This design comes from an exercise in tuning for small area and a short achievable clock period on the open sky130 flow, not from production work. In this exercise RTL edits were held to simulation tests only and were not proved equivalent to the original. Power figures rest on the tool's default switching activity, not on a simulated workload.

$ cat run.sh
#!/bin/bash
# synth_recipe.tcl (not shown) runs the flow's synth.tcl, then flattens the netlist and writes it again
# the make line also repeats each setting of config.mk as NAME=value (left out here)
make -C /OpenROAD-flow-scripts/flow DESIGN_CONFIG=/design/flow/config.mk WORK_HOME=/design/flow/orfs CLKGATE_MAP_FILE= SYNTH_SCRIPT=/design/flow/synth_recipe.tcl finish
$ cat config.mk
export PLATFORM = sky130hd
export DESIGN_NAME = cache
export DESIGN_NICKNAME = cache
export VERILOG_FILES = /design/flow/design.v
export SDC_FILE = /design/flow/constraint.sdc
export NUM_CORES = 4
export LEC_CHECK = 0
export CAP_MARGIN = 20
export CORE_MARGIN = 2
export CORE_UTILIZATION = 55
export SETUP_SLACK_MARGIN = 4.0
export SLEW_MARGIN = 20
export SYNTH_HIERARCHICAL = 1
export SYNTH_MINIMUM_KEEP_SIZE = 0
export TNS_END_PERCENT = 5
$ cat constraint.sdc
create_clock -name core_clock -period 8.0 [get_ports {clk}]
set_input_delay 1.6000 -clock core_clock [delete_from_list [all_inputs] [get_ports {clk}]]
set_output_delay 1.6000 -clock core_clock [all_outputs]
set_load 0.01 [all_outputs]
$ cat design.v
`timescale 1ns/1ps
module cache_xnor2 (input logic a, b, output logic y);
    assign y = ~(a ^ b);
endmodule
module cache_nand4 (input logic a, b, c, d, output logic y);
    assign y = ~(a & b & c & d);
endmodule
module cache_nor4 (input logic a, b, c, d, output logic y);
    assign y = ~(a | b | c | d);
endmodule
module cache_nor3 (input logic a, b, c, output logic y);
    assign y = ~(a | b | c);
endmodule
module cache_nand2 (input logic a, b, output logic y);
    assign y = ~(a & b);
endmodule
module cache_line_match (
    input  logic [25:0] stored,
    input  logic [25:0] tag,
    input  logic        valid,
    input  logic        sel,
    output logic        y,
    output logic        y_n
);
    logic [27:0] eq;
    genvar b;
    generate
        for (b = 0; b < 26; b++) begin : g_eq
            cache_xnor2 u_x (.a(stored[b]), .b(tag[b]), .y(eq[b]));
        end
    endgenerate
    assign eq[26] = valid;
    assign eq[27] = sel;
    logic [6:0] n;
    genvar k;
    generate
        for (k = 0; k < 7; k++) begin : g_n
            cache_nand4 u_n (.a(eq[4*k]), .b(eq[4*k+1]), .c(eq[4*k+2]), .d(eq[4*k+3]), .y(n[k]));
        end
    endgenerate
    logic qa, qb;
    cache_nor4  u_qa (.a(n[0]), .b(n[1]), .c(n[2]), .d(n[3]), .y(qa));
    cache_nor3  u_qb (.a(n[4]), .b(n[5]), .c(n[6]), .y(qb));
    cache_nand2 u_y  (.a(qa), .b(qb), .y(y_n));
    assign y = qa & qb;
endmodule
module cache_or32n (input logic [31:0] in_n, output logic y);
    logic [7:0] t;
    genvar j;
    generate
        for (j = 0; j < 8; j++) begin : g_t
            cache_nand4 u_t (.a(in_n[4*j]), .b(in_n[4*j+1]), .c(in_n[4*j+2]), .d(in_n[4*j+3]), .y(t[j]));
        end
    endgenerate
    logic u0, u1;
    cache_nor4  u_u0 (.a(t[0]), .b(t[1]), .c(t[2]), .d(t[3]), .y(u0));
    cache_nor4  u_u1 (.a(t[4]), .b(t[5]), .c(t[6]), .d(t[7]), .y(u1));
    cache_nand2 u_y  (.a(u0), .b(u1), .y(y));
endmodule
module cache (
    input  logic        clk,
    input  logic        rst_n,
    input  logic        read_en,
    input  logic        write_en,
    input  logic [31:0] address,
    input  logic [31:0] write_data,
    output logic [31:0] read_data,
    output logic        hit
);
    localparam NSETS = 16;
    logic [25:0] tag;
    logic [3:0]  index;
    logic        access;
    assign tag    = address[31:6];
    assign index  = address[5:2];
    assign access = read_en | write_en;
    logic [25:0] tag0  [0:NSETS-1];
    logic [25:0] tag1  [0:NSETS-1];
    logic [31:0] data0 [0:NSETS-1];
    logic [31:0] data1 [0:NSETS-1];
    logic [NSETS-1:0] v1;
    logic [NSETS-1:0] lru;
    logic [NSETS-1:0] sel;
    always_comb begin
        for (int s = 0; s < NSETS; s++) sel[s] = (index == s);
    end
    logic [NSETS-1:0] h0, h1, h0_n, h1_n;
    genvar gs;
    generate
        for (gs = 0; gs < NSETS; gs++) begin : g_set
            cache_line_match u_m0 (.stored(tag0[gs]), .tag(tag), .valid(v1[gs] | lru[gs]),
                                   .sel(sel[gs]), .y(h0[gs]), .y_n(h0_n[gs]));
            cache_line_match u_m1 (.stored(tag1[gs]), .tag(tag), .valid(v1[gs]),
                                   .sel(sel[gs]), .y(h1[gs]), .y_n(h1_n[gs]));
        end
    endgenerate
    cache_or32n u_hit (.in_n({h1_n, h0_n}), .y(hit));
    logic w0_hit, w1_hit;
    assign w0_hit = |h0;
    assign w1_hit = |h1;
    logic [31:0] data_out;
    always_comb begin
        data_out = '0;
        for (int s = 0; s < NSETS; s++) begin
            data_out = data_out | ({32{h0[s]}} & data0[s]) | ({32{h1[s]}} & data1[s]);
        end
    end
    logic [31:0] fill;
    assign fill = write_en ? write_data : address;
    always_ff @(posedge clk or negedge rst_n) begin
        if (!rst_n) begin
            v1        <= '0;
            lru       <= '0;
            read_data <= '0;
        end else if (access) begin
            read_data <= data_out;
            for (int s = 0; s < NSETS; s++) begin
                if (sel[s]) begin
                    if (hit) begin
                        lru[s] <= w0_hit;
                    end else begin
                        lru[s] <= ~lru[s];
                        if (lru[s]) v1[s] <= 1'b1;
                    end
                end
            end
        end
    end
    always_ff @(posedge clk) begin
        for (int s = 0; s < NSETS; s++) begin
            if (access && sel[s]) begin
                if (!hit && !lru[s]) tag0[s] <= tag;
                if (!hit &&  lru[s]) tag1[s] <= tag;
                if ((h0[s] && write_en) || (!hit && !lru[s])) data0[s] <= fill;
                if ((h1[s] && write_en) || (!hit &&  lru[s])) data1[s] <= fill;
            end
        end
    end
endmodule
==> results of run 1 <==
## Yosys stat by module (local to each module, per instance), excerpt
| module | copies in the design | cells inside | area (um^2) |
|---|---|---|---|
| cache_xnor2 | 832 | 1 | 8.76 |
| cache_line_match | 32 | 1 | 6.26 |
| cache_nor3 | 32 | 1 | 10.0 |
| cache_nor4 | 34 | 1 | 12.5 |
| cache_nand2 | 33 | 1 | 3.75 |
| cache | 1 | 3059 | 64900 |
| cache_nand4 | 232 | 1 | 6.26 |
## area by class of cell
cell class,count,area share (%)
diodes,11,0.0310
repair buffers,394,6.13
inverters,9,0.0408
well taps,1781,2.51
clock buffers,273,5.93
multi-input cells,2193,20.0
flip-flops and latches,1920,64.5
clock inverters,75,0.903
## through the flow
stage | power, uW | std cells | utilization, % | instance area, um^2
3_5_place_dp | 12700 | 6132 | 58.4 | 78900
3_3_place_gp | 12700 | 6131 | 58.4 | 78900
2_1_floorplan | 12100 | 4254 | - | 75200
4_1_cts | 21600 | 6626 | 65.5 | 88500
6_report | 21600 | 6656 | 65.8 | 88900
5_1_grt | 22100 | 6645 | 65.8 | 88900
## power breakdown
| part | switching (uW) | internal [uW] | total [uW] |
|---|---|---|---|
| combinational | 859 | 511 | 1370 |
| clock | 3780 | 5030 | 8810 |
| sequential | 140 | 11300 | 11500 |
| total | 4780 | 16900 | 21600 |
## per-layer routing
metal,vias up,GRT usage [%]
met5,-,0
met4,8,13.5
met3,531,11.4
met2,3064,54.8
met1,23400,53.1
li1,17800,-
## worst max-delay path by stage
| stage | startpoint | endpoint | slack (ns) |
|---|---|---|---|
| CTS | address[20] | hit | 3.02 |
| floorplan | address[3] | data0[11][0]$_DFFE_PP_ | 3.45 |
| global route | address[10] | hit | 2.87 |
| detailed placement | address[5] | data1[4][19]$_DFFE_PP_ | 1.24 |
| global placement | address[5] | data1[4][19]$_DFFE_PP_ | 1.27 |
| finish | address[25] | hit | 2.89 |
## logic make-up after synthesis
kind of cell              after synthesis
AOI/OAI and AO/OA                     577
xor gates and xnor gates              832
buffers and inverters                 147
DFF                                  1920
muxes                                  32
and+or+nand+nor                       746
## placed cells by master (no fill, tap or decap), types with 13 or more instances in the layout
cell	instances
edfxtp_1	1856
xnor2_1	817
a22oi_1	418
nand4_1	320
clkbuf_16	195
buf_4	169
clkdlybuf4s50_1	67
clkbuf_1	66
dfrtp_1	64
nand3_1	61
nand2_1	56
nor2_1	52
buf_16	42
buf_12	37
nor3_2	35
mux2_2	32
a222oi_1	32
bufbuf_16	31
nor4_4	30
buf_6	29
clkinv_1	27
and2_2	27
or2_2	25
nor4_1	25
a21oi_1	22
clkinv_2	22
a2bb2oi_1	20
a21o_4	19
nor3_4	17
nand2_2	16
nand3b_1	15
clkbuf_8	15
bufinv_16	14
xnor2_2	13
buf_8	13
## timing repair
item                                    4_1_cts  5_1_grt
gates resized for setup                     287       39
cloned                                       44        6
pin swaps                                    70       19
buffers inserted                            102       12
endpoints found under the setup margin     1921     1858
## flip-flops by register name (all words and copies together) (netlist names)
register   cells
data0        512
data1        512
lru           16
read_data     32
tag0         416
tag1         416
v1            16
==> flow_metrics.py, run 1 <==
metrics = {
    "run_status": {
        "status": "complete, no violations",
    },
    "min_path": {
        "min_path_type": "flop to flop",
        "min-delay-start": "v1[6]$_DFFE_PN0P_",
        "min_path_cells": 1,
        "hold_path_end": "v1[6]$_DFFE_PN0P_",
    },
    "drt": {
        "wl_per_cell_um": 39.1,
        "routed_via_density": 6.74,
        "drtPass1Iterations": 6,
        "drc_errors": 0,
        "dr.max_layer_used": "met5",
        "wl_met2_um": 114000,
        "vias": 44900,
        "wl_met1_um": 99200,
        "drt-initial-drc-count": 7206,
        "wl_um": 260000,
        "wl_met3_um": 35600,
        "drtAntennaViolNets": 0,
    },
    "clock_tree": {
        "cts_tree": "yes",
        "clock_sinks": 1920,
        "cts_hold_buf": 0,
        "ctsHtreeMaxLevel": 4,
        "clock_path_buffers": 3,
        "path_clk_slew_ns": 0.05,
        "clock-root-buffer": "clkbuf_16",
        "clock_latency_ns": 0.84,
        "numCtsBuffers": 190,
    },
    "critical_path": {
        "crit_path_cell_trace": "buf_12 -> buf_4 -> xnor2_1 -> nand4_1 -> nor3_2 -> nand2_4 -> nand4_1 -> nor4_4 -> nand2_2 -> buf_6",
        "path_max_fanout": 38,
        "endpoint_kind": "output pin",
        "path_depth": 10,
        "r2r_end": "data0[13][0]$_DFFE_PP_",
        "slowest_delay_ns": 0.35,
        "start_kind": "primary input",
        "critPathArrivalTime_ns": 3.51,
        "worstPathRequired_ns": 6.40,
        "rr_startpoint": "lru[4]$_DFFE_PN0P_",
        "worst-path-buf-inv": 3,
        "regToRegSetupSlack_ns": 3.83,
        "slowest_stage": "nor3_2",
        "ff2ff_path_depth": 13,
        "crit_family": "simple AND/OR/NAND/NOR gates",
        "path_common_cell": "nand4_1",
        "critical_path_class": "primary input to output pin",
    },
    "timing": {
        "rsz0062_at_grt": "yes",
        "fin_hold_ws_ns": 0.483,
        "layout_setup_ws_ns": 2.89,
        "max_slew_margin_pct": 21.5,
        "report.final.slew_viol_count": 0,
        "finalCriticalPeriod_ns": 5.11,
        "tightest_slew_ns": 1.17,
        "fmax_mhz": 196,
        "setup-violations-final": 0,
        "fin_crit_sh_pct": 63.9,
        "hold_viol_final": 0,
        "setup-tns-final_ns": 0,
        "fin_skew_ns": 0.0446,
    },
    "place": {
        "post-place-ws_ns": 1.24,
        "io_buffer_count": 100,
        "globalplace.congestion": 0.909,
        "dpl.hpwl_um": 120000,
    },
    "yosys": {
        "synth_top_area_share_pct": 74.6,
        "synth_top_area_cell": "edfxtp_1",
        "synth_commonest_cells": "edfxtp_1 (1,856), xnor2_1 (832), a22oi_1 (418)",
        "ys_ff_latch": 1920,
        "syn_nets": 4322,
        "synthAdderAreaFrac_pct": 0,
        "syn_avg_cell_area_um2": 17.6,
        "netlist_area_mm2": 0.0747,
        "synth.most_common_cell": "edfxtp_1",
        "ys.warnings.count": 15,
        "ys_seq_area_share_pct": 76.7,
        "ys.flop_type": "edfxtp_1",
        "synth_cells": 4254,
        "synth_edf_count": 1856,
        "synth-simple-area-share_pct": 6.17,
        "synth.area.mux_share_pct": 0.482,
        "synth_xor_area_share_pct": 9.75,
        "synth_compound_area_share_pct": 5.94,
        "synth_area_leaders": "edfxtp_1 (75%), xnor2_1 (9.8%), a22oi_1 (4.2%), nand4_1 (2.7%), dfrtp_1 (2.1%)",
        "yosysUniqueCellTypes": 44,
        "ys_async_sr_fraction_pct": 3.33,
        "synth_top_family_by_area": "XOR/XNOR gates",
    },
    "global_routing": {
        "grt_pass1_wl_um": 348000,
        "grt_pass1_vias": 41300,
        "antenna_found_initial": 10,
        "grt_use_total_pct": 37.3,
        "grt-ovfl-total": 0,
        "grt_max_degree": 66,
    },
    "finish": {
        "n_fill_cell": 9312,
        "nets": 4776,
        "multiInputGateArea_mm2": 0.0178,
        "drive_above_1_share_pct": 17.7,
        "regArea_mm2": 0.0573,
        "syn_to_final_growth_pct": 19.0,
    },
    "floorplanning": {
        "design.die.area_mm2": 0.139,
        "start_util_pct": 55.3,
        "die_h_um": 373,
        "rows": 135,
        "coreArea_mm2": 0.135,
        "dieWidth_um": 373,
        "ios": 101,
    },
    "run": {
        "cap_violations": 0,
    },
    "pwr": {
        "ir_drop_v": 0.000237,
        "power_density_mw_per_mm2": 243,
        "p_leak_uw": 0.0283,
    },
}
==> inputs of run 2 (changes only) <==
--- a/config.mk
+++ b/config.mk
@@ -5,11 +5,13 @@
 export SDC_FILE = /design/flow/constraint.sdc
 export NUM_CORES = 4
 export LEC_CHECK = 0
-export CAP_MARGIN = 20
+export CAP_MARGIN = 5
 export CORE_MARGIN = 2
 export CORE_UTILIZATION = 55
+export CTS_CLUSTER_DIAMETER = 60
+export CTS_CLUSTER_SIZE = 30
 export SETUP_SLACK_MARGIN = 4.0
-export SLEW_MARGIN = 20
+export SLEW_MARGIN = 5
 export SYNTH_HIERARCHICAL = 1
 export SYNTH_MINIMUM_KEEP_SIZE = 0
 export TNS_END_PERCENT = 5
==> run 2 against run 1 <==
Against the previous run: sequential share of layout area rose by 0.86 points; die area did not move; utilization fell by 0.87 points; synthesized area did not move; final cell count fell by 1.3%; via count fell by 0.18%; flip-flop and latch count did not move; fmax rose by 0.88%; wire length rose by 0.12%; sequential power barely moved; largest cell class unchanged.
==> flow_metrics.py, run 2 <==
metrics = {
    "timing": {
        "fin_crit_sh_pct": 63.3,
        "rsz0062_at_grt": "yes",
        "finalCriticalPeriod_ns": 5.06,
        "setup-tns-final_ns": 0,
        "max_slew_margin_pct": 17.2,
        "report.final.slew_viol_count": 0,
        "tightest_slew_ns": 1.24,
        "hold_viol_final": 0,
        "setup-violations-final": 0,
        "fmax_mhz": 197,
        "fin_skew_ns": 0.0420,
    },
    "pwr": {
        "internal_power_uw": 15600,
        "ir_drop_v": 0.000246,
        "power_frac_seq_pct": 56.4,
        "combPwrFrac_pct": 6.8,
        "power_frac_clock_pct": 36.8,
        "p_leak_uw": 0.0278,
        "power_density_mw_per_mm2": 231,
        "p_sw_uw": 4690,
        "p_sw_share_pct": 23.1,
    },
    "critical_path": {
        "critPathArrivalTime_ns": 3.46,
        "regToRegSetupSlack_ns": 3.77,
        "slowest_stage": "nor4_2",
        "crit_path_cell_trace": "buf_16 -> buf_16 -> buf_4 -> xnor2_1 -> nand4_1 -> nor4_4 -> buf_4 -> nand2_1 -> nand4_1 -> nor4_2 -> nand2_2 -> buf_6",
        "endpoint_kind": "output pin",
        "slowest_delay_ns": 0.26,
        "critical_path_class": "primary input to output pin",
        "worstPathRequired_ns": 6.40,
        "r2r_end": "data0[13][4]$_DFFE_PP_",
        "rr_startpoint": "lru[4]$_DFFE_PN0P_",
        "critPathLaunch": "address[20]",
        "start_kind": "primary input",
        "ff2ff_path_depth": 14,
        "path_max_fanout": 6,
    },
    "clock_tree": {
        "clock_latency_ns": 0.81,
        "cts_tree": "yes",
        "numCtsBuffers": 137,
        "clock_sinks": 1920,
        "clock_path_buffers": 3,
        "cts_hold_buf": 0,
        "clock-root-buffer": "clkbuf_16",
        "ctsHtreeMaxLevel": 4,
        "path_clk_slew_ns": 0.07,
    },
    "floorplanning": {
        "coreArea_mm2": 0.135,
        "die_h_um": 373,
        "ios": 101,
        "design.die.area_mm2": 0.139,
        "dieWidth_um": 373,
        "rows": 135,
        "start_util_pct": 55.3,
    },
    "min_path": {
        "min_path_cells": 1,
        "min_path_type": "flop to flop",
        "hold_path_end": "v1[14]$_DFFE_PN0P_",
        "min-delay-start": "v1[14]$_DFFE_PN0P_",
    },
    "yosys": {
        "synth_top_area_share_pct": 74.6,
        "syn_avg_cell_area_um2": 17.6,
        "ys.flop_type": "edfxtp_1",
        "ys_seq_area_share_pct": 76.7,
        "synth_cells": 4254,
        "ys.warnings.count": 15,
        "syn_nets": 4322,
        "synth_commonest_cells": "edfxtp_1 (1,856), xnor2_1 (832), a22oi_1 (418)",
        "yosysUniqueCellTypes": 44,
        "ys_ff_latch": 1920,
        "synth.most_common_cell": "edfxtp_1",
        "synth_top_area_cell": "edfxtp_1",
        "synth_area_leaders": "edfxtp_1 (75%), xnor2_1 (9.8%), a22oi_1 (4.2%), nand4_1 (2.7%), dfrtp_1 (2.1%)",
        "netlist_area_mm2": 0.0747,
        "synth_edf_count": 1856,
        "ys_async_sr_fraction_pct": 3.33,
    },
    "finish": {
        "largestRegisters": "data0 (512), data1 (512)",
        "syn_to_final_growth_pct": 17.4,
        "layout_commonest_cell": "edfxtp_1",
        "drive_above_1_share_pct": 17.9,
        "final_core_util_pct": 64.9,
        "nets": 4735,
        "n_fill_cell": 9441,
        "multiInputGateArea_mm2": 0.0179,
        "regArea_mm2": 0.0573,
        "layout_common_cells": "edfxtp_1 (1,856), xnor2_1 (808), a22oi_1 (418)",
    },
    "global_routing": {
        "grt_pass1_vias": 41000,
        "grt_pass1_wl_um": 347000,
        "grt-ovfl-total": 0,
        "grt_use_total_pct": 37.2,
        "grt_max_degree": 66,
        "antenna_found_initial": 19,
    },
    "drt": {
        "vias": 44800,
        "drc_errors": 0,
        "routed_via_density": 6.82,
        "drt-initial-drc-count": 7266,
        "wl_per_cell_um": 39.6,
        "drtPass1Iterations": 8,
        "wl_um": 260000,
        "drtAntennaViolNets": 0,
    },
    "run_status": {
        "status": "complete, no violations",
    },
    "place": {
        "globalplace.congestion": 0.909,
        "dpl.hpwl_um": 120000,
        "io_buffer_count": 100,
    },
    "run": {
        "cap_violations": 0,
    },
}
[run 2: Yosys stat by module (local to each module, per instance), excerpt]
module	flops+latches	area (um^2)	times used	cells
cache	1920	64900	1	3059
cache_nor4	0	12.5	34	1
cache_nor3	0	10.0	32	1
cache_line_match	0	6.26	32	1
cache_nand4	0	6.26	232	1
cache_nand2	0	3.75	33	1
[run 2: cell type report]
type                       instances  share of cell area [%]
multi-input combinational       2194                    20.4
timing repair buffer             405                    6.30
clock buffer                     158                    4.23
tap                             1781                    2.54
clock inverter                    87                    1.15
inverter                           9                  0.0414
antenna                           15                  0.0428
sequential                      1920                    65.4
[run 2: worst max path at each step]
stage,to,slack (ns),cells after the start
6_report,hit,2.94,12
5_1_grt,hit,2.91,11
3_3_place_gp,data1[4][19]$_DFFE_PP_,1.27,13
2_1_floorplan,data0[11][0]$_DFFE_PP_,3.45,14
3_5_place_dp,data1[4][19]$_DFFE_PP_,1.24,13
4_1_cts,hit,3.01,12
[run 2: kinds of logic after synthesis]
family	synth area share [%]
muxes	0.482
and+or+nand+nor	6.17
DFF	76.7
buffers and inverters	0.909
AOI/OAI and AO/OA	5.94
xor gates and xnor gates	9.75
[run 2: power by group through the flow]
| stage | Combinational [uW] | Sequential (uW) | Clock (uW) |
|---|---|---|---|
| after detailed placement | 1070 | 11700 | 0 |
| after global routing | 1430 | 11500 | 7870 |
| final | 1380 | 11400 | 7470 |
| after floorplan | 526 | 11600 | 0 |
| after global placement | 1050 | 11600 | 0 |
| after CTS | 1330 | 11400 | 7510 |
[run 2: routing by layer]
metal	vias up	track usage, %	share of wire, %
li1	17700	-	-
met5	-	0	0.010
met2	3078	53.8	44
met1	23400	54.2	38
met3	540	10.1	13
met4	4	14.4	4.4
[run 2: stage by stage]
stage	std cells	cell area, um^2	setup WS, ns	power [uW]	hold WS [ns]
2_1_floorplan	4254	75200	3.45	12100	0.449
3_3_place_gp	6131	78900	1.27	12700	0.472
3_5_place_dp	6131	78900	1.24	12700	0.475
4_1_cts	6521	87100	3.01	20300	0.492
5_1_grt	6556	87700	2.91	20700	0.511
6_report	6569	87700	2.94	20300	0.493
[run 2: what timing repair did]
item,in CTS,in global routing
pin swaps,73,24
buffers inserted,100,22
gates cloned,45,11
resized for setup,276,58
setup endpoints to repair,1921,1891
[run 2: worst max-delay path: cells and delay by family]
family / cells / cell delay [ns]
xor gates and xnor gates: 1 / 0.13
and+or+nand+nor: 6 / 0.83
buffers and inverters: 5 / 0.85
==> inputs of run 3 (changes only) <==
--- a/config.mk
+++ b/config.mk
@@ -10,7 +10,7 @@
 export CORE_UTILIZATION = 55
 export CTS_CLUSTER_DIAMETER = 60
 export CTS_CLUSTER_SIZE = 30
-export SETUP_SLACK_MARGIN = 4.0
+export SETUP_SLACK_MARGIN = 3.0
 export SLEW_MARGIN = 5
 export SYNTH_HIERARCHICAL = 1
 export SYNTH_MINIMUM_KEEP_SIZE = 0
==> run 3 against run 2 <==
Against the previous run: utilization is 0.51 points lower; critical path depth is 3 higher; final area is 0.79% lower; sequential share of layout area is 0.52 points higher; first-iteration DRC count is 6.5% lower; clock-buffer cell count is 6 higher; combinational power is 4% lower.
==> flow_metrics.py, run 3 <==
metrics = {
    "timing": {
        "report.final.slew_viol_count": 0,
        "setup-violations-final": 0,
        "max_slew_margin_pct": 20.6,
        "finalCriticalPeriod_ns": 5.29,
        "fin_skew_ns": 0.0512,
        "fin_crit_sh_pct": 66.2,
        "tightest_slew_ns": 1.19,
        "fmax_mhz": 189,
        "rsz0062_at_grt": "yes",
        "setup-tns-final_ns": 0,
        "hold_viol_final": 0,
    },
    "drt": {
        "wl_met2_um": 111000,
        "routed_via_density": 6.78,
        "drtAntennaViolNets": 0,
        "wl_met1_um": 98200,
        "wl_met3_um": 29700,
        "dr.max_layer_used": "met5",
        "wl_per_cell_um": 38.4,
        "drc_errors": 0,
        "drtPass1Iterations": 6,
        "vias": 44100,
        "wl_um": 249000,
        "drt-initial-drc-count": 6794,
    },
    "yosys": {
        "syn_nets": 4322,
        "syn_avg_cell_area_um2": 17.6,
        "netlist_area_mm2": 0.0747,
        "ys_ff_latch": 1920,
        "synth_top_area_share_pct": 74.6,
        "yosysUniqueCellTypes": 44,
        "synth_commonest_cells": "edfxtp_1 (1,856), xnor2_1 (832), a22oi_1 (418)",
        "ys.flop_type": "edfxtp_1",
        "synth_area_leaders": "edfxtp_1 (75%), xnor2_1 (9.8%), a22oi_1 (4.2%), nand4_1 (2.7%), dfrtp_1 (2.1%)",
        "synth_edf_count": 1856,
        "ys_async_sr_fraction_pct": 3.33,
        "synth.most_common_cell": "edfxtp_1",
        "ys.warnings.count": 15,
        "ys_seq_area_share_pct": 76.7,
        "synth_top_area_cell": "edfxtp_1",
        "synth_cells": 4254,
    },
    "critical_path": {
        "regToRegSetupSlack_ns": 3.52,
        "start_kind": "primary input",
        "worstPathRequired_ns": 8.42,
        "path_max_fanout": 65,
        "slowest_delay_ns": 0.66,
        "crit_family": "simple AND/OR/NAND/NOR gates",
        "crit_path_cell_trace": "buf_8 -> xnor2_1 -> nand4_1 -> nor3_2 -> nand2_1 -> nand4_1 -> nor4_2 -> nand2_2 -> buf_4 -> buf_4 -> nor3_1 -> and3_1 -> buf_4 -> a21o_2 -> buf_4",
        "worst-path-buf-inv": 5,
        "slowest_stage": "buf_4",
        "endpoint_kind": "flop",
        "critPathArrivalTime_ns": 5.72,
        "critical_path_class": "primary input to flop",
        "path_common_cell": "buf_4",
    },
    "finish": {
        "n_fill_cell": 9445,
        "nets": 4662,
        "multiInputGateArea_mm2": 0.0174,
        "regArea_mm2": 0.0573,
        "drive_above_1_share_pct": 16.1,
        "final_core_util_pct": 64.4,
        "layout_commonest_cell": "edfxtp_1",
        "layout_common_cells": "edfxtp_1 (1,856), xnor2_1 (820), a22oi_1 (418)",
        "syn_to_final_growth_pct": 16.5,
        "largestRegisters": "data0 (512), data1 (512)",
        "final_cells": 6498,
    },
    "floorplanning": {
        "coreArea_mm2": 0.135,
        "ios": 101,
        "start_util_pct": 55.3,
        "rows": 135,
        "design.die.area_mm2": 0.139,
        "dieWidth_um": 373,
        "die_h_um": 373,
    },
    "global_routing": {
        "grt-ovfl-total": 0,
        "antenna_found_initial": 15,
        "grt_pass1_vias": 40800,
        "grt_pass1_wl_um": 339000,
        "grt_max_degree": 66,
        "grt_use_total_pct": 36.2,
    },
    "clock_tree": {
        "ctsHtreeMaxLevel": 4,
        "clock-root-buffer": "clkbuf_16",
        "numCtsBuffers": 142,
        "cts_tree": "yes",
        "clock_sinks": 1920,
        "clock_path_buffers": 3,
        "clock_latency_ns": 0.82,
        "path_clk_slew_ns": 0.08,
    },
    "place": {
        "place_inst": 6133,
        "globalplace.congestion": 0.874,
        "dpl.hpwl_um": 120000,
        "io_buffer_count": 100,
    },
    "run_status": {
        "status": "complete, no violations",
    },
    "run": {
        "cap_violations": 0,
    },
    "pwr": {
        "power_density_mw_per_mm2": 237,
        "ir_drop_v": 0.000209,
        "p_leak_uw": 0.0275,
    },
    "min_path": {
        "min_path_type": "flop to flop",
    },
}
==> run 3: cell counts after synthesis <==
Identical to the previous run, type by type.
==> run 3: cell families (layout without fill, tap and decap cells) <==
| logic type | after synthesis | after routing | share of synthesized area, % |
|---|---|---|---|
| AO/OA/AOI/OAI | 577 | 577 | 5.94 |
| AND/OR/NAND/NOR | 746 | 746 | 6.17 |
| other | 0 | 2 | 0 |
| buffers and inverters | 147 | 608 | 0.909 |
| flip-flops | 1920 | 1920 | 76.7 |
| XOR/XNOR | 832 | 832 | 9.75 |
| multiplexers | 32 | 32 | 0.482 |
==> run 3: per-stage QoR <==
stage          instance area [um^2]  power, uW  setup WS (ns)  hold WS, ns
4_1_cts                       87000      20700           2.97        0.493
5_1_grt                       87000      21100           2.69        0.510
6_report                      87000      20600           2.71        0.496
2_1_floorplan                 74900      12100           2.83        0.449
3_3_place_gp                  78800      12700           1.41        0.472
3_5_place_dp                  78800      12700           1.37        0.477
==> run 3: routing by layer <==
layer | global-route usage, % | vias up
met4 | 13.4 | 10
met5 | 0 | -
met1 | 53.3 | 23200
li1 | - | 17600
met2 | 53.4 | 2843
met3 | 7.98 | 483
==> run 3: what timing repair did <==
| item | in CTS | in global routing |
|---|---|---|
| cloned | 45 | 0 |
| hold buffers | 0 | 0 |
| endpoints found under the hold margin | 0 | 0 |
| endpoints found under the setup margin | 883 | 527 |
| resized for setup | 258 | 7 |
| pin swaps | 46 | 0 |
| setup buffers | 53 | 0 |
==> run 3: Yosys stat by module, one instance, submodules excluded, a selection <==
module            copies in the design  flops+latches
cache_xnor2                        832              0
cache_nor3                          32              0
cache_nor4                          34              0
cache_nand2                         33              0
cache                                1           1920
cache_line_match                    32              0
cache_nand4                        232              0
==> run 3: layout make-up <==
| type | instances | share of cell area, % |
|---|---|---|
| diodes | 2 | 0.00575 |
| well taps | 1781 | 2.56 |
| inverters | 9 | 0.0388 |
| multi-input cells | 2187 | 20.0 |
| flip-flops and latches | 1920 | 65.9 |
| clock inverters | 101 | 1.39 |
| clock buffers | 164 | 4.51 |
| repair buffers | 334 | 5.60 |
==> run 3: final timing paths <==
path	from	to	cells past startpoint
min in group asynchronous	rst_n	read_data[5]$_DFFE_PN0N_	1
max in group asynchronous	rst_n	lru[1]$_DFFE_PN0P_	2
hold reg to reg	v1[14]$_DFFE_PN0P_	v1[14]$_DFFE_PN0P_	1
hold / removal	v1[14]$_DFFE_PN0P_	v1[14]$_DFFE_PN0P_	1
setup / recovery	address[30]	data1[0][9]$_DFFE_PP_	15
setup reg to reg	tag1[3][7]$_DFFE_PP_	data1[0][9]$_DFFE_PP_	15
==> run 3: worst register-to-register path, cell delays in order (launching register included) <==
cell	delay (ns)
edfxtp_1	0.40
xnor2_1	0.15
nand4_1	0.19
nor4_4	0.06
buf_6	0.14
nand2_1	0.07
nand4_1	0.27
nor4_2	0.38
nand2_2	0.14
buf_4	0.18
buf_4	0.16
nor3_1	0.46
and3_1	0.23
buf_4	0.37
a21o_2	0.15
buf_4	0.66
==> run 3: power by group <==
part | total, uW | leakage (uW) | switching [uW] | internal (uW)
Clock | 7890 | 0.00249 | 3830 | 4050
Sequential | 11400 | 0.0175 | 121 | 11300
Combinational | 1330 | 0.00745 | 831 | 494
Total | 20600 | 0.0275 | 4790 | 15800
==> inputs of run 4 (changes only) <==
--- a/design.v
+++ b/design.v
@@ -95,9 +95,8 @@
         end
     endgenerate
     cache_or32n u_hit (.in_n({h1_n, h0_n}), .y(hit));
-    logic w0_hit, w1_hit;
-    assign w0_hit = |h0;
-    assign w1_hit = |h1;
+    logic [NSETS-1:0] hs;
+    assign hs = h0 | h1;
     logic [31:0] data_out;
     always_comb begin
         data_out = '0;
@@ -116,8 +115,8 @@
             read_data <= data_out;
             for (int s = 0; s < NSETS; s++) begin
                 if (sel[s]) begin
-                    if (hit) begin
-                        lru[s] <= w0_hit;
+                    if (hs[s]) begin
+                        lru[s] <= h0[s];
                     end else begin
                         lru[s] <= ~lru[s];
                         if (lru[s]) v1[s] <= 1'b1;
@@ -129,10 +128,10 @@
     always_ff @(posedge clk) begin
         for (int s = 0; s < NSETS; s++) begin
             if (access && sel[s]) begin
-                if (!hit && !lru[s]) tag0[s] <= tag;
-                if (!hit &&  lru[s]) tag1[s] <= tag;
-                if ((h0[s] && write_en) || (!hit && !lru[s])) data0[s] <= fill;
-                if ((h1[s] && write_en) || (!hit &&  lru[s])) data1[s] <= fill;
+                if (!hs[s] && !lru[s]) tag0[s] <= tag;
+                if (!hs[s] &&  lru[s]) tag1[s] <= tag;
+                if ((h0[s] && write_en) || (!hs[s] && !lru[s])) data0[s] <= fill;
+                if ((h1[s] && write_en) || (!hs[s] &&  lru[s])) data1[s] <= fill;
             end
         end
     end
--- a/config.mk
+++ b/config.mk
@@ -10,7 +10,7 @@
 export CORE_UTILIZATION = 55
 export CTS_CLUSTER_DIAMETER = 60
 export CTS_CLUSTER_SIZE = 30
-export SETUP_SLACK_MARGIN = 3.0
+export SETUP_SLACK_MARGIN = 4.0
 export SLEW_MARGIN = 5
 export SYNTH_HIERARCHICAL = 1
 export SYNTH_MINIMUM_KEEP_SIZE = 0
==> run 4 against run 3 <==
Against the previous run: still clean on timing, DRC and antenna; clock skew shrank 0.0041 ns; non-clock buffer count up 35; die area up 0.14%; first-iteration DRC count decreased by 11%; register-to-register slack improved by 0.85 ns; global-route usage shrank 1.7 points; synthesized cell count rose by 0.80%; sequential share of layout area decreased by 0.48 points; hold slack worse by 0.0039 ns; utilization rose by 0.39 points.
==> flow_metrics.py, run 4 <==
metrics = {
    "timing": {
        "setup-tns-final_ns": 0,
        "report.final.slew_viol_count": 0,
        "layout_setup_ws_ns": 2.87,
        "max_slew_margin_pct": 17.3,
        "fin_skew_ns": 0.0472,
        "fmax_mhz": 195,
        "rsz0062_at_grt": "yes",
        "setup-violations-final": 0,
        "fin_crit_sh_pct": 64.1,
        "tightest_slew_ns": 1.24,
        "finalCriticalPeriod_ns": 5.13,
        "hold_viol_final": 0,
    },
    "yosys": {
        "syn_nets": 4356,
        "synth_commonest_cells": "edfxtp_1 (1,856), xnor2_1 (832), a22oi_1 (432)",
        "synth_cells": 4288,
        "synth.most_common_cell": "edfxtp_1",
        "synth_top_area_cell": "edfxtp_1",
        "synth_edf_count": 1856,
        "ys_ff_latch": 1920,
        "synth_top_area_share_pct": 74.5,
        "netlist_area_mm2": 0.0748,
        "ys.warnings.count": 15,
        "ys.flop_type": "edfxtp_1",
        "ys_async_sr_fraction_pct": 3.33,
        "syn_avg_cell_area_um2": 17.4,
        "yosysUniqueCellTypes": 42,
        "synth_area_leaders": "edfxtp_1 (74%), xnor2_1 (9.7%), a22oi_1 (4.3%), nand4_1 (2.7%), dfrtp_1 (2.1%)",
        "ys_seq_area_share_pct": 76.6,
    },
    "floorplanning": {
        "coreArea_mm2": 0.135,
        "rows": 135,
        "die_h_um": 373,
        "ios": 101,
        "design.die.area_mm2": 0.139,
        "start_util_pct": 55.3,
        "dieWidth_um": 373,
    },
    "drt": {
        "wl_per_cell_um": 37.2,
        "drtAntennaViolNets": 0,
        "drc_errors": 0,
        "vias": 43700,
        "drtPass1Iterations": 6,
        "drt-initial-drc-count": 6072,
        "wl_um": 243000,
        "routed_via_density": 6.68,
    },
    "critical_path": {
        "regToRegSetupSlack_ns": 4.37,
        "critPathArrivalTime_ns": 3.53,
        "path_common_cell": "nand4_1",
        "slowest_stage": "nor4_4",
        "ff2ff_path_depth": 8,
        "path_max_fanout": 16,
        "crit_path_cell_trace": "buf_16 -> buf_12 -> xnor2_2 -> nand4_1 -> nor4_4 -> nand2_2 -> nand4_1 -> nor4_2 -> nand2_1 -> buf_2",
        "worstPathRequired_ns": 6.40,
        "rr_startpoint": "tag0[13][8]$_DFFE_PP_",
        "r2r_end": "data0[13][23]$_DFFE_PP_",
        "endpoint_kind": "output pin",
        "critPathLaunch": "address[17]",
        "critical_path_class": "primary input to output pin",
        "start_kind": "primary input",
        "slowest_delay_ns": 0.41,
    },
    "finish": {
        "largestRegisters": "data0 (512), data1 (512)",
        "final_cells": 6540,
        "layout_common_cells": "edfxtp_1 (1,856), xnor2_1 (798), a22oi_1 (432)",
        "syn_to_final_growth_pct": 17.2,
        "drive_above_1_share_pct": 17.4,
        "num_antenna_cells": 0,
        "nets": 4720,
        "layout_commonest_cell": "edfxtp_1",
        "n_fill_cell": 9444,
    },
    "place": {
        "post-place-ws_ns": 1.59,
        "dpl.hpwl_um": 115000,
        "place_inst": 6155,
        "io_buffer_count": 100,
        "globalplace.congestion": 0.797,
    },
    "clock_tree": {
        "clock_sinks": 1920,
        "cts_hold_buf": 0,
        "path_clk_slew_ns": 0.06,
        "numCtsBuffers": 140,
        "cts_tree": "yes",
        "clock_latency_ns": 0.80,
        "ctsHtreeMaxLevel": 4,
        "clock-root-buffer": "clkbuf_16",
        "clock_path_buffers": 3,
    },
    "min_path": {
        "min_path_cells": 1,
        "hold_path_end": "v1[5]$_DFFE_PN0P_",
        "min_path_type": "flop to flop",
        "min-delay-start": "v1[5]$_DFFE_PN0P_",
    },
    "global_routing": {
        "antenna_found_initial": 13,
        "grt_pass1_vias": 40800,
        "grt_max_degree": 66,
        "grt_use_total_pct": 34.5,
        "grt_pass1_wl_um": 331000,
        "grt-ovfl-total": 0,
    },
    "run": {
        "cap_violations": 0,
    },
    "pwr": {
        "p_sw_uw": 4660,
        "ir_drop_v": 0.000178,
        "power_density_mw_per_mm2": 233,
        "combPwrFrac_pct": 6.7,
        "p_sw_share_pct": 22.9,
        "power_frac_seq_pct": 56.2,
        "power_frac_clock_pct": 37.1,
        "p_leak_uw": 0.0276,
        "internal_power_uw": 15700,
    },
    "run_status": {
        "status": "complete, no violations",
    },
}
## run 4: cell count changes after synthesis, moves of 8 or more
cell	previous run	this run
buf_1	24	44
clkbuf_1	57	71
nor4b_2	0	12
and3_1	9	0
a21o_1	24	0
nand3_1	62	51
a22oi_1	418	432
buf_2	47	32
a21oi_1	22	40
nand3b_1	15	0
nor4_1	25	41
nor2_1	58	86
a31o_2	0	8
## run 4: layout make-up
class	instances	area (um^2)	share of cell area [%]
flip-flops and latches	1920	57300	65.4
multi-input cells	2214	18200	20.7
repair buffers	369	5110	5.83
clock buffers	150	3620	4.13
well taps	1781	2230	2.54
clock inverters	99	1170	1.33
inverters	5	26.3	0.0300
repair inverters	2	15.0	0.0171
## run 4: repair_timing
item | in CTS | in global routing
setup buffers | 60 | 23
gates resized for setup | 293 | 41
gates cloned | 44 | 9
pin swaps | 75 | 51
endpoints found under the setup margin | 1847 | 832
## run 4: per-module statistics from Yosys, one instance, submodules excluded, a selection
module | area, um^2 | cells inside
cache_nor3 | 10.0 | 1
cache_xnor2 | 8.76 | 1
cache_nor4 | 12.5 | 1
cache_nand4 | 6.26 | 1
cache | 65000 | 3093
cache_nand2 | 3.75 | 1
## run 4: cells by family after synthesis
group	synth area share, %
AND/OR/NAND/NOR	6.40
buffers and inverters	0.866
flip-flops	76.6
multiplexers	0.482
XOR/XNOR	9.74
AO/OA/AOI/OAI	5.87
## run 4: worst max-delay path: cells and delay by family
family,cells,cell delay [ns]
and+or+nand+nor,6,1.23
xor gates and xnor gates,1,0.14
buffers and inverters,3,0.49
## run 4: per-stage QoR
stage / utilization, % / total power (uW) / cell area (um^2) / hold WS (ns)
6_report: 64.8 / 20400 / 87700 / 0.492
4_1_cts: 64.3 / 20400 / 87000 / 0.487
5_1_grt: 64.8 / 20900 / 87700 / 0.507
2_1_floorplan: - / 12200 / 75700 / 0.448
3_3_place_gp: 58.4 / 12800 / 79100 / 0.467
3_5_place_dp: 58.4 / 12800 / 79100 / 0.468
## run 4: power by group through the flow
| stage | Clock (uW) | Sequential (uW) | Combinational (uW) |
|---|---|---|---|
| global placement | 0 | 11700 | 1080 |
| global route | 7970 | 11500 | 1440 |
| finish | 7560 | 11500 | 1370 |
| floorplan | 0 | 11600 | 591 |
| CTS | 7630 | 11400 | 1330 |
| detailed placement | 0 | 11700 | 1100 |
## run 4: worst max path at each step
| stage | end | slack [ns] | depth (start not counted) |
|---|---|---|---|
| 5_1_grt | hit | 2.88 | 10 |
| 3_3_place_gp | hit | 1.62 | 10 |
| 4_1_cts | hit | 2.95 | 11 |
| 2_1_floorplan | data1[15][0]$_DFFE_PP_ | 3.66 | 11 |
| 6_report | hit | 2.87 | 10 |
| 3_5_place_dp | hit | 1.59 | 10 |
## run 4: per-layer routing
layer,wire length (um),global-route usage [%],part of all wire [%],vias up
met2,113000,54.0,47,2565
met3,24000,5.82,9.9,510
met5,68,0,0.028,-
met1,95500,49.2,39,22800
li1,-,-,-,17800
met4,10600,12.5,4.4,10
==> inputs of run 5 (changes only) <==
--- a/config.mk
+++ b/config.mk
@@ -10,6 +10,7 @@
 export CORE_UTILIZATION = 55
 export CTS_CLUSTER_DIAMETER = 60
 export CTS_CLUSTER_SIZE = 30
+export PLACE_DENSITY = 0.72
 export SETUP_SLACK_MARGIN = 4.0
 export SLEW_MARGIN = 5
 export SYNTH_HIERARCHICAL = 1
==> run 5 against run 4 <==
Against the previous run: via count down 0.88%; combinational power shrank 9%; still clean; register-to-register slack worse by 0.05 ns; hold slack gained 0.0013 ns; final area decreased by 3.1%; clock skew up 0.024 ns; die area unchanged; sequential share of layout area increased by 2.1 points; power down 4.8%; synthesized area stayed put; non-clock buffer count fell by 92; flip-flop and latch count unchanged.
==> flow_metrics.py, run 5 <==
metrics = {
    "run_status": {
        "status": "complete, no violations",
    },
    "finish": {
        "nets": 4604,
        "multiInputGateArea_mm2": 0.0179,
        "design_area_mm2": 0.0849,
        "drive_above_1_share_pct": 14.5,
        "final_cells": 6419,
        "syn_to_final_growth_pct": 13.5,
        "layout_common_cells": "edfxtp_1 (1,856), xnor2_1 (826), a22oi_1 (432)",
        "layout_commonest_cell": "edfxtp_1",
        "n_fill_cell": 9217,
        "num_antenna_cells": 0,
        "largestRegisters": "data0 (512), data1 (512)",
        "regArea_mm2": 0.0573,
    },
    "place": {
        "io_buffer_count": 100,
        "place_area_mm2": 0.0792,
        "globalplace.congestion": 0.844,
        "place_inst": 6156,
        "dpl.hpwl_um": 113000,
    },
    "timing": {
        "fin_crit_sh_pct": 64.1,
        "finalCriticalPeriod_ns": 5.13,
        "max_slew_margin_pct": 5.05,
        "setup-violations-final": 0,
        "setup-tns-final_ns": 0,
        "report.final.slew_viol_count": 0,
        "fmax_mhz": 195,
        "rsz0062_at_grt": "yes",
        "fin_hold_ws_ns": 0.493,
        "tightest_slew_ns": 1.42,
        "fin_skew_ns": 0.0708,
        "hold_viol_final": 0,
    },
    "yosys": {
        "ys_ff_latch": 1920,
        "synth_top_area_share_pct": 74.5,
        "ys.warnings.count": 15,
        "syn_avg_cell_area_um2": 17.4,
        "syn_nets": 4356,
        "ys.flop_type": "edfxtp_1",
        "synth.most_common_cell": "edfxtp_1",
        "synth_cells": 4288,
        "synth_commonest_cells": "edfxtp_1 (1,856), xnor2_1 (832), a22oi_1 (432)",
        "netlist_area_mm2": 0.0748,
        "synth_edf_count": 1856,
        "synth_area_leaders": "edfxtp_1 (74%), xnor2_1 (9.7%), a22oi_1 (4.3%), nand4_1 (2.7%), dfrtp_1 (2.1%)",
        "synth_top_area_cell": "edfxtp_1",
        "yosysUniqueCellTypes": 42,
        "ys_seq_area_share_pct": 76.6,
        "ys_async_sr_fraction_pct": 3.33,
    },
    "floorplanning": {
        "start_util_pct": 55.3,
        "rows": 135,
        "dieWidth_um": 373,
        "design.die.area_mm2": 0.139,
        "coreArea_mm2": 0.135,
        "ios": 101,
        "die_h_um": 373,
    },
    "drt": {
        "wl_per_cell_um": 34.6,
        "routed_via_density": 6.74,
        "vias": 43300,
        "drtAntennaViolNets": 0,
        "drtPass1Iterations": 9,
        "drt-initial-drc-count": 6949,
        "drc_errors": 0,
        "wl_um": 222000,
    },
    "clock_tree": {
        "clock-root-buffer": "clkbuf_16",
        "clock_latency_ns": 0.81,
        "cts_tree": "yes",
        "cts_hold_buf": 0,
        "path_clk_slew_ns": 0.08,
        "clock_sinks": 1920,
        "ctsHtreeMaxLevel": 3,
        "clock_path_buffers": 3,
        "numCtsBuffers": 115,
    },
    "critical_path": {
        "worstPathRequired_ns": 6.40,
        "start_kind": "primary input",
        "endpoint_kind": "output pin",
        "critPathArrivalTime_ns": 3.53,
        "crit_path_cell_trace": "buf_16 -> buf_4 -> xnor2_1 -> nand4_1 -> nor4_4 -> nand2_1 -> nand4_1 -> nor4_4 -> nand2_2 -> buf_6",
        "crit_family": "simple AND/OR/NAND/NOR gates",
        "slowest_delay_ns": 0.38,
        "regToRegSetupSlack_ns": 4.32,
        "rr_startpoint": "lru[2]$_DFFE_PN0P_",
        "worst-path-buf-inv": 3,
        "slowest_stage": "nor4_4",
        "critPathLaunch": "address[11]",
        "path_max_fanout": 20,
        "critical_path_class": "primary input to output pin",
    },
    "global_routing": {
        "grt_use_total_pct": 31.2,
        "grt_pass1_wl_um": 308000,
        "grt_pass1_vias": 41000,
        "antenna_found_initial": 7,
        "grt-ovfl-total": 0,
        "grt_max_degree": 66,
    },
    "pwr": {
        "p_leak_uw": 0.0260,
        "ir_drop_v": 0.000237,
        "power_uw": 19400,
        "power_density_mw_per_mm2": 229,
    },
    "min_path": {
        "min_path_type": "flop to flop",
        "min-delay-start": "v1[3]$_DFFE_PN0P_",
    },
    "run": {
        "cap_violations": 0,
    },
}
==> run 5: kinds of logic after synthesis <==
group	after synthesis	share of synthesized area, %
DFF	1920	76.6
xor gates and xnor gates	832	9.74
and+or+nand+nor	766	6.40
AOI/OAI and AO/OA	582	5.87
buffers and inverters	156	0.866
muxes	32	0.482
==> run 5: power breakdown <==
group | switching [uW] | internal, uW
Combinational | 793 | 444
Clock | 3600 | 3130
Sequential | 141 | 11300
==> run 5: modules after synthesis, one instance, submodules excluded, a selection <==
module            copies in the design  area (um^2)
cache                                1        65000
cache_nor4                          34         12.5
cache_nor3                          32         10.0
cache_xnor2                        832         8.76
cache_line_match                    32         6.26
cache_nand4                        232         6.26
cache_nand2                         33         3.75
==> run 5: repair_timing <==
item | CTS | global route
gates cloned | 10 | 5
endpoints found under the setup margin | 1763 | 1028
gates resized for setup | 183 | 40
buffers inserted | 23 | 6
pin swaps | 25 | 21
==> run 5: path summary, 6_finish.rpt <==
path | depth (start not counted) | to
worst max-delay path | 10 | hit
worst min-delay path | 1 | v1[3]$_DFFE_PN0P_
worst max register to register | 9 | data0[2][25]$_DFFE_PP_
worst min register to register | 1 | v1[3]$_DFFE_PN0P_
max in group asynchronous | 2 | lru[10]$_DFFE_PN0P_
min in group asynchronous | 1 | read_data[19]$_DFFE_PN0N_
==> run 5: per-layer routing <==
metal,up-vias,GRT usage [%],routed length (um)
met5,-,0,55
met4,8,13.9,11800
met3,612,6.51,28900
met2,3235,47.9,100000
met1,22000,43.4,80700
li1,17500,-,-
==> run 5: layout make-up <==
| cell class | count | share of cell area (%) |
|---|---|---|
| inverter | 5 | 0.0221 |
| clock buffer | 129 | 3.50 |
| timing repair buffer | 277 | 3.95 |
| clock inverter | 90 | 1.36 |
| tap | 1781 | 2.62 |
| multi-input combinational | 2217 | 21.1 |
| sequential | 1920 | 67.5 |
==> run 5: metrics by stage <==
step                util (%)  setup WS [ns]
global placement        58.5           1.73
CTS                     62.5           2.90
global route            62.8           2.85
floorplan                  -           3.66
detailed placement      58.5           1.69
finish                  62.8           2.87
==> inputs of run 6 (changes only) <==
--- a/config.mk
+++ b/config.mk
@@ -10,8 +10,7 @@
 export CORE_UTILIZATION = 55
 export CTS_CLUSTER_DIAMETER = 60
 export CTS_CLUSTER_SIZE = 30
-export PLACE_DENSITY = 0.72
-export SETUP_SLACK_MARGIN = 4.0
+export SETUP_SLACK_MARGIN = 5.0
 export SLEW_MARGIN = 5
 export SYNTH_HIERARCHICAL = 1
 export SYNTH_MINIMUM_KEEP_SIZE = 0
==> run 6 against run 5 <==
Against the previous run: sequential share of layout area is 3.3 points lower; sequential power hardly changed; utilization is 3.2 points higher; power is 5.9% higher; fmax is 2.0% lower; first-iteration DRC count is 5.8% lower; clock skew is 0.018 ns lower; largest power group unchanged; wire length is 15% higher.
==> flow_metrics.py, run 6 <==
metrics = {
    "timing": {
        "fmax_mhz": 191,
        "layout_setup_ws_ns": 2.76,
        "fin_crit_sh_pct": 65.4,
        "finalCriticalPeriod_ns": 5.24,
        "max_slew_margin_pct": 17.6,
        "hold_viol_final": 0,
        "rsz0062_at_grt": "yes",
        "setup-violations-final": 0,
        "fin_skew_ns": 0.0527,
        "setup-tns-final_ns": 0,
        "report.final.slew_viol_count": 0,
        "tightest_slew_ns": 1.23,
    },
    "pwr": {
        "p_leak_uw": 0.0283,
        "ir_drop_v": 0.000214,
        "power_uw": 20600,
        "power_density_mw_per_mm2": 230,
    },
    "place": {
        "globalplace.congestion": 0.793,
        "dpl.hpwl_um": 119000,
        "post-place-ws_ns": 1.54,
        "io_buffer_count": 100,
    },
    "yosys": {
        "synth_cells": 4288,
        "synth_edf_count": 1856,
        "yosysUniqueCellTypes": 42,
        "ys_seq_area_share_pct": 76.6,
        "ys.flop_type": "edfxtp_1",
        "ys.warnings.count": 15,
        "netlist_area_mm2": 0.0748,
        "ys_async_sr_fraction_pct": 3.33,
        "synth_area_leaders": "edfxtp_1 (74%), xnor2_1 (9.7%), a22oi_1 (4.3%), nand4_1 (2.7%), dfrtp_1 (2.1%)",
        "syn_nets": 4356,
        "ys_ff_latch": 1920,
        "synth_top_area_share_pct": 74.5,
        "synth_top_area_cell": "edfxtp_1",
        "synth_commonest_cells": "edfxtp_1 (1,856), xnor2_1 (832), a22oi_1 (432)",
        "syn_avg_cell_area_um2": 17.4,
        "synth.most_common_cell": "edfxtp_1",
    },
    "finish": {
        "n_fill_cell": 9338,
        "layout_common_cells": "edfxtp_1 (1,856), xnor2_1 (797), a22oi_1 (432)",
        "largestRegisters": "data0 (512), data1 (512)",
        "layout_commonest_cell": "edfxtp_1",
        "nets": 4827,
        "drive_above_1_share_pct": 19.2,
        "regArea_mm2": 0.0573,
        "syn_to_final_growth_pct": 19.3,
        "multiInputGateArea_mm2": 0.0182,
        "final_core_util_pct": 66.0,
    },
    "critical_path": {
        "path_max_fanout": 7,
        "slowest_stage": "nor4_4",
        "worstPathRequired_ns": 6.40,
        "rr_startpoint": "tag1[13][7]$_DFFE_PP_",
        "critPathArrivalTime_ns": 3.64,
        "endpoint_kind": "output pin",
        "critical_path_class": "primary input to output pin",
        "start_kind": "primary input",
        "crit_path_cell_trace": "buf_16 -> buf_16 -> buf_8 -> buf_4 -> xnor2_2 -> nand4_1 -> nor4_4 -> buf_4 -> nand2_1 -> nand4_1 -> nor4_2 -> nand2_1 -> buf_2",
        "slowest_delay_ns": 0.31,
        "critPathLaunch": "address[17]",
    },
    "clock_tree": {
        "ctsHtreeMaxLevel": 4,
        "clock_latency_ns": 0.82,
        "cts_tree": "yes",
        "path_clk_slew_ns": 0.06,
        "clock_path_buffers": 3,
        "clock-root-buffer": "clkbuf_16",
        "clock_sinks": 1920,
        "numCtsBuffers": 142,
    },
    "global_routing": {
        "antenna_found_initial": 7,
        "grt_pass1_vias": 41100,
        "grt_use_total_pct": 35.1,
        "grt-ovfl-total": 0,
        "grt_pass1_wl_um": 337000,
        "grt_max_degree": 66,
    },
    "floorplanning": {
        "die_h_um": 373,
        "rows": 135,
        "ios": 101,
        "dieWidth_um": 373,
        "coreArea_mm2": 0.135,
        "start_util_pct": 55.3,
        "design.die.area_mm2": 0.139,
    },
    "drt": {
        "routed_via_density": 6.71,
        "drc_errors": 0,
        "wl_um": 256000,
        "drtPass1Iterations": 8,
        "wl_per_cell_um": 38.4,
        "vias": 44700,
        "drt-initial-drc-count": 6546,
        "drtAntennaViolNets": 0,
    },
    "min_path": {
        "min_path_type": "flop to flop",
        "min-delay-start": "v1[9]$_DFFE_PN0P_",
    },
    "run_status": {
        "status": "complete, no violations",
    },
    "run": {
        "cap_violations": 0,
    },
}
run 6: through the flow:
step / std cells / hold WS [ns] / cell area [um^2]
finish: 6666 / 0.491 / 89300
global route: 6661 / 0.519 / 89300
CTS: 6548 / 0.488 / 87300
detailed placement: 6175 / 0.475 / 79300
global placement: 6175 / 0.465 / 79300
floorplan: 4288 / 0.448 / 75800
run 6: area by class of cell:
| cell class | count | area share (%) |
|---|---|---|
| clock buffers | 170 | 4.39 |
| inverters | 5 | 0.0210 |
| well taps | 1781 | 2.50 |
| repair buffers | 471 | 7.23 |
| diodes | 5 | 0.0140 |
| clock inverters | 95 | 1.20 |
| flip-flops and latches | 1920 | 64.2 |
| multi-input cells | 2219 | 20.4 |
run 6: final timing paths:
kind / slack, ns / cells past startpoint / to
max reg2reg: 4.49 / 9 / data0[13][27]$_DFFE_PP_
max: 2.76 / 13 / hit
min in group asynchronous: 0.80 / 1 / read_data[15]$_DFFE_PN0N_
max in group asynchronous: 5.85 / 2 / v1[5]$_DFFE_PN0P_
min: 0.49 / 1 / v1[9]$_DFFE_PN0P_
min reg2reg: 0.49 / 1 / v1[9]$_DFFE_PN0P_
run 6: worst max-delay path: cells and delay by family:
kind	cells	cell delay (ns)
simple gates	6	0.95
buf+inv	6	0.92
xor+xnor	1	0.15
run 6: cells by family (layout without fill, tap and decap cells):
family / count (synthesis) / after routing / synth area share [%]
multiplexers: 32 / 32 / 0.482
XOR/XNOR: 832 / 832 / 9.74
other: 0 / 5 / 0
buffers and inverters: 156 / 741 / 0.866
AO/OA/AOI/OAI: 582 / 587 / 5.87
AND/OR/NAND/NOR: 766 / 768 / 6.40
flip-flops: 1920 / 1920 / 76.6
run 6: what timing repair did:
item / CTS / global route
endpoints found under the setup margin: 1985 / 1948
buffers inserted: 71 / 89
cloned: 37 / 24
pin swaps: 58 / 40
resized for setup: 292 / 130
hold buffers: 0 / 0
run 6: routing by layer:
layer | GRT usage, % | up-vias | part of all wire (%) | wire length [um]
li1 | - | 18000 | - | -
met1 | 50.6 | 23200 | 38 | 98500
met2 | 54.6 | 2907 | 46 | 117000
met3 | 6.29 | 538 | 12 | 29700
met4 | 12.0 | 2 | 4.4 | 11200
met5 | 0 | - | 0.0039 | 10
run 6: power by group:
part	total (uW)	internal, uW	switching [uW]
clock network	7710	3910	3800
logic	1390	539	852
registers	11400	11300	142
total	20600	15800	4800
run 6: modules after synthesis (local to each module, per instance), a selection:
| module | flip-flops and latches | cell area (um^2) | cells |
|---|---|---|---|
| cache | 1920 | 65000 | 3093 |
| cache_line_match | 0 | 6.26 | 1 |
| cache_nand2 | 0 | 3.75 | 1 |
| cache_nand4 | 0 | 6.26 | 1 |
| cache_nor3 | 0 | 10.0 | 1 |
| cache_nor4 | 0 | 12.5 | 1 |
| cache_xnor2 | 0 | 8.76 | 1 |
==> inputs of run 7 (changes only) <==
--- a/config.mk
+++ b/config.mk
@@ -10,7 +10,8 @@
 export CORE_UTILIZATION = 55
 export CTS_CLUSTER_DIAMETER = 60
 export CTS_CLUSTER_SIZE = 30
-export SETUP_SLACK_MARGIN = 5.0
+export PLACE_DENSITY = 0.85
+export SETUP_SLACK_MARGIN = 4.0
 export SLEW_MARGIN = 5
 export SYNTH_HIERARCHICAL = 1
 export SYNTH_MINIMUM_KEEP_SIZE = 0
==> run 7 against run 6 <==
Against the previous run: non-clock buffer count shrank 147; flip-flop and latch count is the same; critical path depth shrank 2; final cell count shrank 3.1%; utilization shrank 2.3 points; clock power shrank 16%; hold slack gained 0.011 ns; the layout now fails its checks (max-capacitance violations, max-slew violations); final area shrank 3.5%; first-iteration DRC count grew 43%; register-to-register slack lost 0.63 ns; combinational power is essentially flat.
==> flow_metrics.py, run 7 <==
metrics = {
    "run_status": {
        "status": "failed layout checks",
        "violatedChecks": "max-capacitance violations, max-slew violations",
    },
    "global_routing": {
        "grt_pass1_vias": 44500,
        "grt_pass1_wl_um": 331000,
        "grt-ovfl-total": 0,
        "antenna_found_initial": 8,
        "grt_use_total_pct": 33.9,
        "grt_max_degree": 66,
    },
    "critical_path": {
        "critPathArrivalTime_ns": 3.62,
        "path_max_fanout": 6,
        "worstPathRequired_ns": 6.40,
        "crit_family": "simple AND/OR/NAND/NOR gates",
        "slowest_stage": "nor4_4",
        "endpoint_kind": "output pin",
        "crit_path_cell_trace": "buf_16 -> clkbuf_4 -> buf_4 -> xnor2_1 -> nand4_1 -> nor4_4 -> nand2_1 -> nand4_1 -> nor4_2 -> nand2_2 -> buf_6",
        "critical_path_class": "primary input to output pin",
        "slowest_delay_ns": 0.37,
        "start_kind": "primary input",
        "path_common_cell": "nand4_1",
        "worst-path-buf-inv": 4,
    },
    "finish": {
        "largestRegisters": "data0 (512), data1 (512)",
        "final_cells": 6459,
        "multiInputGateArea_mm2": 0.0180,
        "drive_above_1_share_pct": 15.4,
        "nets": 4642,
        "syn_to_final_growth_pct": 15.1,
        "n_fill_cell": 8261,
        "layout_commonest_cell": "edfxtp_1",
        "layout_common_cells": "edfxtp_1 (1,856), xnor2_1 (811), a22oi_1 (432)",
        "regArea_mm2": 0.0573,
    },
    "floorplanning": {
        "dieWidth_um": 373,
        "design.die.area_mm2": 0.139,
        "coreArea_mm2": 0.135,
        "rows": 135,
        "die_h_um": 373,
        "start_util_pct": 55.3,
        "ios": 101,
    },
    "pwr": {
        "combPwrFrac_pct": 7.3,
        "internal_power_uw": 14700,
        "power_frac_clock_pct": 33.5,
        "power_density_mw_per_mm2": 225,
        "p_sw_share_pct": 23.9,
        "p_leak_uw": 0.0266,
        "power_frac_seq_pct": 59.2,
        "ir_drop_v": 0.000208,
        "power_uw": 19300,
        "p_sw_uw": 4620,
    },
    "clock_tree": {
        "clock_path_buffers": 3,
        "clock_sinks": 1920,
        "cts_hold_buf": 0,
        "clock_latency_ns": 0.81,
        "path_clk_slew_ns": 0.08,
        "numCtsBuffers": 109,
        "cts_tree": "yes",
        "clock-root-buffer": "clkbuf_16",
        "ctsHtreeMaxLevel": 3,
    },
    "yosys": {
        "synthAdderAreaFrac_pct": 0,
        "syn_nets": 4356,
        "synth_compound_area_share_pct": 5.87,
        "synth_top_area_share_pct": 74.5,
        "synth-simple-area-share_pct": 6.40,
        "synth_xor_area_share_pct": 9.74,
        "synth.most_common_cell": "edfxtp_1",
        "synth_edf_count": 1856,
        "netlist_area_mm2": 0.0748,
        "synth_cells": 4288,
        "yosysUniqueCellTypes": 42,
        "synth_commonest_cells": "edfxtp_1 (1,856), xnor2_1 (832), a22oi_1 (432)",
        "syn_avg_cell_area_um2": 17.4,
        "synth_area_leaders": "edfxtp_1 (74%), xnor2_1 (9.7%), a22oi_1 (4.3%), nand4_1 (2.7%), dfrtp_1 (2.1%)",
        "ys.flop_type": "edfxtp_1",
        "ys_async_sr_fraction_pct": 3.33,
        "ys_ff_latch": 1920,
        "synth_top_family_by_area": "XOR/XNOR gates",
        "synth.area.mux_share_pct": 0.482,
        "synth_top_area_cell": "edfxtp_1",
        "ys.warnings.count": 15,
        "ys_seq_area_share_pct": 76.6,
    },
    "timing": {
        "fmax_mhz": 191,
        "fin_skew_ns": 0.0716,
        "report.final.slew_viol_count": 6,
        "tightest_slew_ns": 1.71,
        "setup-violations-final": 0,
        "finalCriticalPeriod_ns": 5.22,
        "hold_viol_final": 0,
        "fin_crit_sh_pct": 65.3,
        "fin_hold_ws_ns": 0.502,
        "setup-tns-final_ns": 0,
        "layout_setup_ws_ns": 2.78,
        "max_slew_margin_pct": -14.9,
        "rsz0062_at_grt": "yes",
    },
    "drt": {
        "drc_errors": 0,
        "vias": 46600,
        "drt-initial-drc-count": 9387,
        "drtPass1Iterations": 8,
        "wl_per_cell_um": 37.9,
        "routed_via_density": 7.22,
        "wl_um": 245000,
        "drtAntennaViolNets": 0,
    },
    "place": {
        "globalplace.congestion": 0.881,
        "post-place-ws_ns": 1.52,
        "dpl.hpwl_um": 109000,
        "place_inst": 6123,
        "io_buffer_count": 100,
    },
    "min_path": {
        "min_path_type": "flop to flop",
    },
    "run": {
        "cap_violations": 1,
    },
}
[run 7: cell types whose count changed in the layout (fill, tap and decap cells not counted), sizes merged]
cell,delta
a31o,-2
a41o,-1
and2,-2
buf,-140
bufbuf,+3
bufinv,-2
clkbuf,-58
clkinv,-1
clkinvlp,+4
diode,+3
dlygate4sd2,-1
inv,-10
[run 7: area by class of cell]
type                       instances  share of cell area [%]
antenna                            8                  0.0232
sequential                      1920                    66.6
inverter                           5                  0.0218
multi-input combinational       2214                    20.9
clock inverter                    86                    1.22
clock buffer                     121                    3.28
timing repair buffer             324                    5.40
tap                             1781                    2.59
[run 7: modules after synthesis, one instance, submodules excluded, a selection]
module	flip-flops and latches	cells	area [um^2]
cache	1920	3093	65000
cache_line_match	0	1	6.26
cache_nand2	0	1	3.75
cache_nand4	0	1	6.26
cache_nor3	0	1	10.0
cache_nor4	0	1	12.5
cache_xnor2	0	1	8.76
[run 7: logic make-up (layout without fill, tap and decap cells)]
family | after synthesis | in the layout
AOI/OAI and AO/OA | 582 | 584
other | 0 | 8
xor gates and xnor gates | 832 | 832
muxes | 32 | 32
buffers and inverters | 156 | 536
and+or+nand+nor | 766 | 766
DFF | 1920 | 1920
[run 7: metal layers]
| metal | GRT usage, % | vias to the layer above | share of wire [%] |
|---|---|---|---|
| met4 | 20.0 | 8 | 7.6 |
| li1 | - | 17600 | - |
| met5 | 0.140 | - | 0.032 |
| met3 | 11.5 | 1207 | 18 |
| met1 | 43.1 | 22700 | 30 |
| met2 | 50.7 | 5098 | 44 |
[run 7: worst register-to-register path: cells and delay by family, from the launching register on]
family          cells  cell delay (ns)
simple gates        4             2.19
buf+inv             1             0.68
flops               1             0.40
compound gates      1             0.25
xor+xnor            1             0.24
[run 7: path summary, 6_finish.rpt]
check | startpoint | slack, ns | endpoint | depth (start not counted)
max | address[10] | 2.78 | hit | 11
max reg2reg | tag0[12][8]$_DFFE_PP_ | 3.86 | data0[12][21]$_DFFE_PP_ | 7
min reg2reg | v1[12]$_DFFE_PN0P_ | 0.50 | v1[12]$_DFFE_PN0P_ | 1
min in group asynchronous | rst_n | 0.84 | read_data[30]$_DFFE_PN0N_ | 1
min | v1[12]$_DFFE_PN0P_ | 0.50 | v1[12]$_DFFE_PN0P_ | 1
max in group asynchronous | rst_n | 6.00 | read_data[0]$_DFFE_PN0N_ | 2
[run 7: power by group through the flow]
stage / Sequential [uW] / Clock, uW / Combinational (uW)
3_3_place_gp: 11700 / 0 / 1050
5_1_grt: 11500 / 6790 / 1440
3_5_place_dp: 11700 / 0 / 1090
4_1_cts: 11400 / 6410 / 1300
2_1_floorplan: 11600 / 0 / 591
6_report: 11500 / 6480 / 1410
[run 7: through the flow]
stage	utilization [%]	area, um^2
2_1_floorplan	-	75700
3_3_place_gp	58.3	78900
3_5_place_dp	58.3	78900
4_1_cts	63.1	85300
5_1_grt	63.6	86100
6_report	63.7	86100
[run 7: timing repair]
| item | in CTS | in global routing |
|---|---|---|
| setup endpoints to repair | 1885 | 1227 |
| buffers inserted | 36 | 38 |
| pin swaps | 36 | 42 |
| gates cloned | 39 | 8 |
| gates resized for setup | 204 | 50 |

[port drivers added, routing unchanged]
Ports are ideal in the flow. The routed layouts listed here were re-timed in OpenROAD.
Step 1 (the two cells are an assumption about what drives the block):
set clk [get_ports {clk}]
set_driving_cell -lib_cell sky130_fd_sc_hd__clkbuf_16 $clk
set_driving_cell -lib_cell sky130_fd_sc_hd__buf_2 [delete_from_list [all_inputs] $clk]
Step 2 also shifts input and output timing later by t, the mid clock arrival at the registers, as if the neighbouring blocks saw the same clock.
Slacks: ideal / step 1 / step 2; pairs: ideal / step 1.
run	shift t [ns]	setup slack, ns	hold WS [ns]
run 1	0.903	2.891 / 2.546 / 1.935	0.483 / 0.483 / 0.483
run 2	0.870	2.935 / 2.629 / 1.942	0.493 / 0.493 / 0.493
run 3	0.885	2.705 / 2.512 / 1.626	0.496 / 0.496 / 0.496
run 4	0.862	2.874 / 2.596 / 2.486	0.492 / 0.492 / 0.492
run 5	0.859	2.869 / 2.622 / 2.439	0.493 / 0.493 / 0.493
run 6	0.885	2.765 / 2.442 / 2.442	0.491 / 0.491 / 0.491
run 7	0.858	2.775 / 2.585 / 2.091	0.502 / 0.502 / 0.502
For run 3, which loses most, drivers alone change the setup slack by -0.193 ns; drivers and shift together by -1.079 ns.
